From an optimization exercise on the open Yosys and OpenROAD flow, aimed at small area and a short achievable clock period; shortcuts taken in it are not production practice. Only simulation tests tie the RTL to the original design; equivalence was not proved. No activity file was given, so power comes from the tool's default toggle rates.

Design openmips, start of the top module:
module openmips(
	input wire		clk,
	input wire 		rst,
	input wire[31:0]	 rom_data_i,
	output wire[31:0] rom_addr_o,
	output wire			 rom_ce_o,
	input wire[31:0]	 ram_data_i,
	output wire[31:0] ram_addr_o,
	output wire[31:0] ram_data_o,
	output wire			 ram_we_o,
	output wire[3:0]	 ram_sel_o,
	output wire			 ram_ce_o
);
	reg			ce;
	reg[31:2]	pc;			 
	reg[31:2]	pc4;		 
	reg			ex_halt;	 
	wire		taken;		 
	wire[31:2]	target;
	assign rom_addr_o = {pc, 2'b00};
	assign rom_ce_o = ce;
	wire[31:2] pc_inc = pc + 30'd1;
	always @ (posedge clk) begin
		ce <= ~rst;
		pc4 <= pc_inc;
		if (~ce)
			pc <= 30'd0;
		else if (~ex_halt)
			pc <= taken ? target : pc_inc;
	end
	reg[31:0]	id_inst;
	reg			id_valid;
	always @ (posedge clk) begin
		id_inst <= rom_data_i;
		id_valid <= ce & ~rst;
	end
	wire[5:0]	op = id_inst[31:26];
	wire[4:0]	rs = id_inst[25:21];
	wire[4:0]	rt = id_inst[20:16];
	wire[4:0]	rd = id_inst[15:11];
	wire[4:0]	sa = id_inst[10:6];
	wire[5:0]	fn = id_inst[5:0];
	wire[15:0]	imm = id_inst[15:0];
	wire special = (op == 6'b000000);
	wire rtype = special & (sa == 5'd0);
	wire f_or   = rtype & (fn == 6'b100101);
	wire f_and  = rtype & (fn == 6'b100100);
	wire f_xor  = rtype & (fn == 6'b100110);
	wire f_nor  = rtype & (fn == 6'b100111);
  ...
clock: 9.5 ns
lec_check: 0
cap_margin: 20
core_margin: 2
core_utilization: 40
setup_slack_margin: 5
slew_margin: 20
tns_end_percent: 100
run.sh (not shown) runs the stock make flow with config.mk's settings and CLKGATE_MAP_FILE= SYNTH_SCRIPT=/design/flow/synth_recipe.tcl, a recipe that flattens the netlist after the stock synthesis.
Next try:
--- a/flow/design.v
+++ b/flow/design.v
@@ -28,29 +28,27 @@
 	output wire[31:0] ram_addr_o,
 	output wire[31:0] ram_data_o,
 	output wire			 ram_we_o,
 	output wire[3:0]	 ram_sel_o,
 	output wire			 ram_ce_o
 );
 	reg			ce;
-	reg[31:2]	pc;			 
-	reg[31:2]	pc4;		 
+	reg[31:2]	pc_seq;		 
+	reg[31:2]	ex_target;	 
 	reg			ex_halt;	 
-	wire		taken;		 
-	wire[31:2]	target;
-	assign rom_addr_o = {pc, 2'b00};
+	wire		taken;
+	wire[31:2]	fetch_pc = taken ? ex_target : pc_seq;
+	assign rom_addr_o = {fetch_pc, 2'b00};
 	assign rom_ce_o = ce;
-	wire[31:2] pc_inc = pc + 30'd1;
 	always @ (posedge clk) begin
 		ce <= ~rst;
-		pc4 <= pc_inc;
 		if (~ce)
-			pc <= 30'd0;
-		else if (~ex_halt)
-			pc <= taken ? target : pc_inc;
+			pc_seq <= 30'd0;
+		else
+			pc_seq <= fetch_pc + {29'd0, ~ex_halt};
 	end
 	reg[31:0]	id_inst;
 	reg			id_valid;
 	always @ (posedge clk) begin
 		id_inst <= rom_data_i;
 		id_valid <= ce & ~rst;
 	end
@@ -115,43 +113,39 @@
 		.raddr1(rs),
 		.rdata1(rf1),
 		.raddr2(rt),
 		.rdata2(rf2)
 	);
 	wire[31:0] rd1 = (rs != 5'd0 && wb_wreg && wb_wd == rs) ? wb_data : rf1;
 	wire[31:0] rd2 = (rt != 5'd0 && wb_wreg && wb_wd == rt) ? wb_data : rf2;
-	wire e1 = ex_wreg && ex_wd == rs;
-	wire e2 = ex_wreg && ex_wd == rt;
-	wire[31:0] nx1 = (mem_wreg && mem_wd == rs) ? mem_res : rd1;
-	wire[31:0] nx2 = (mem_wreg && mem_wd == rt) ? mem_res : rd2;
-	wire[31:0] opA = (~s_any & e1) ? ex_res : (s_any ? {27'd0, sa} : nx1);
-	wire[31:0] opB = (~i_alu & e2) ? ex_res : (i_alu ? {{16{imm[15]}}, imm} : nx2);
-	wire eq_nn = (nx1 == nx2);
-	wire eq_e1 = (ex_res == nx2);
-	wire eq_e2 = (nx1 == ex_res);
-	wire eq = e1 ? (e2 | eq_e1) : (e2 ? eq_e2 : eq_nn);
-	wire neg = e1 ? ex_res[31] : nx1[31];
-	assign taken = id_valid & (i_j | (i_beq & eq) | (i_bne & ~eq) | (i_bltz & neg));
-	assign target = i_j ? {pc4[31:28], id_inst[25:0]}
-						: pc4 + {{14{imm[15]}}, imm};
+	wire[31:0] fw1 = (ex_wreg && ex_wd == rs) ? ex_res :
+					 (mem_wreg && mem_wd == rs) ? mem_res : rd1;
+	wire[31:0] fw2 = (ex_wreg && ex_wd == rt) ? ex_res :
+					 (mem_wreg && mem_wd == rt) ? mem_res : rd2;
+	wire[31:0] opA = s_any ? {27'd0, sa} : fw1;
+	wire[31:0] opB = i_alu ? {{16{imm[15]}}, imm} : fw2;
+	wire[31:2] target = i_j ? {pc_seq[31:28], id_inst[25:0]}
+						   : pc_seq + {{14{imm[15]}}, imm};
 	wire v = id_valid & ~rst;
 	reg[31:0]	ex_A, ex_B;
 	reg[15:0]	ex_imm;
 	reg			r_ex_wreg;
 	reg[4:0]	r_ex_wd;
 	reg[3:0]	ex_lut;		 
 	reg			ex_arith, ex_sub, ex_slti;
 	reg			ex_shift, ex_shl, ex_sra;
 	reg			ex_ld, ex_st;
+	reg			ex_beq, ex_bne, ex_bltz, ex_j;
 	assign ex_wreg = r_ex_wreg;
 	assign ex_wd = r_ex_wd;
 	always @ (posedge clk) begin
 		ex_A <= opA;
 		ex_B <= opB;
 		ex_imm <= imm;
+		ex_target <= target;
 		r_ex_wd <= wd;
 		ex_lut <= (f_or | i_ori | i_lui) ? 4'b1110 :
 				  (f_and | i_andi)       ? 4'b1000 :
 				  (f_xor | i_xori)       ? 4'b0110 :
 				  f_nor                  ? 4'b0001 :
 				  i_sw                   ? 4'b1010 : 4'b0000;
 		ex_arith <= f_add | i_addiu | f_sub;
@@ -159,14 +153,18 @@
 		ex_slti <= i_slti;
 		ex_shift <= s_any | f_sllv | f_srlv | f_srav;
 		ex_shl <= s_sll | f_sllv;
 		ex_sra <= s_sra | f_srav;
 		r_ex_wreg <= v & wreg;
 		ex_ld <= v & i_lw;
 		ex_st <= v & i_sw;
+		ex_beq <= v & i_beq;
+		ex_bne <= v & i_bne;
+		ex_bltz <= v & i_bltz;
+		ex_j <= v & i_j;
 		ex_halt <= ~rst & (ex_halt | (id_valid & i_halt));
 	end
 	wire[31:0] A = ex_A;
 	wire[31:0] B = ex_B;
 	wire[31:0] lut_res = (~A & ~B & {32{ex_lut[0]}}) | (~A & B & {32{ex_lut[1]}})
 					   | ( A & ~B & {32{ex_lut[2]}}) | ( A & B & {32{ex_lut[3]}});
 	wire[32:0] sum33 = {A, ex_sub} + {B ^ {32{ex_sub}}, ex_sub};
@@ -179,14 +177,16 @@
 	wire[63:0] sh_w = {{32{ex_sra & B[31]}}, sh_in} >> A[4:0];
 	wire[31:0] sh_out = ex_shl ? rev32(sh_w[31:0]) : sh_w[31:0];
 	assign ex_res = lut_res
 				  | (sum & {32{ex_arith}})
 				  | {31'd0, sum[31] & ex_slti}
 				  | (sh_out & {32{ex_shift}});
 	wire[31:0] ex_addr = A + {{16{ex_imm[15]}}, ex_imm};
+	wire eq = (A == B);
+	assign taken = ~ex_halt & (ex_j | (ex_beq & eq) | (ex_bne & ~eq) | (ex_bltz & A[31]));
 	reg			mem_st;
 	reg[31:0]	mem_addr;
 	wire		go = ~rst & ~ex_halt;
 	always @ (posedge clk) begin
 		mem_wreg <= go & ex_wreg;
 		mem_ce <= go & (ex_ld | ex_st);
 		mem_st <= go & ex_st;
The changed run finished clean.
Fmax is higher by 13%.
Count of clock-buffer cells in the layout is lower by 4.
Setup slack improved by 0.68 ns.
Wire length is lower by 10%.
Combinational power is lower by 10%.
Total power is lower by 3.2%.
Core utilization is lower by 1.0 points.
Non-clock buffer count is lower by 43.
Sequential share of layout area is higher by 1.4 points.
Synthesized cell count is lower by 2.4%.
Sequential cell count is higher by 4.
Global-route usage is lower by 2.9 points.
Worst hold slack got worse by 0.011 ns.
Critical path depth is lower by 14.

-- port drivers added, routing unchanged --
In the flow no input, the clock included, has a driving cell. The finished layouts below were timed again as built, in two steps.
Step 1 assumes that a clkbuf_16 drives the clock port and a buf_2 every other input.
Step 2 also shifts input and output timing later by t, the mid clock arrival at the registers, as if the neighbouring blocks saw the same clock.
a / b / c = no drivers / after step 1 / after step 2; a / b = the first two.
run | t, ns | slack for setup (ns) | worst register clock-pin slew, ns | cell pins on the clock port's net
the first run | 0.859 | 3.521 / 3.521 / 2.837 | 0.06 / 0.06 | 1
the second run | 0.874 | 4.200 / 4.116 / 4.206 | 0.07 / 0.07 | 1
After both steps every run listed still meets setup and hold. The setup slack of the first run, which loses most, moves by 0.000 ns with the drivers and by -0.684 ns with both steps.
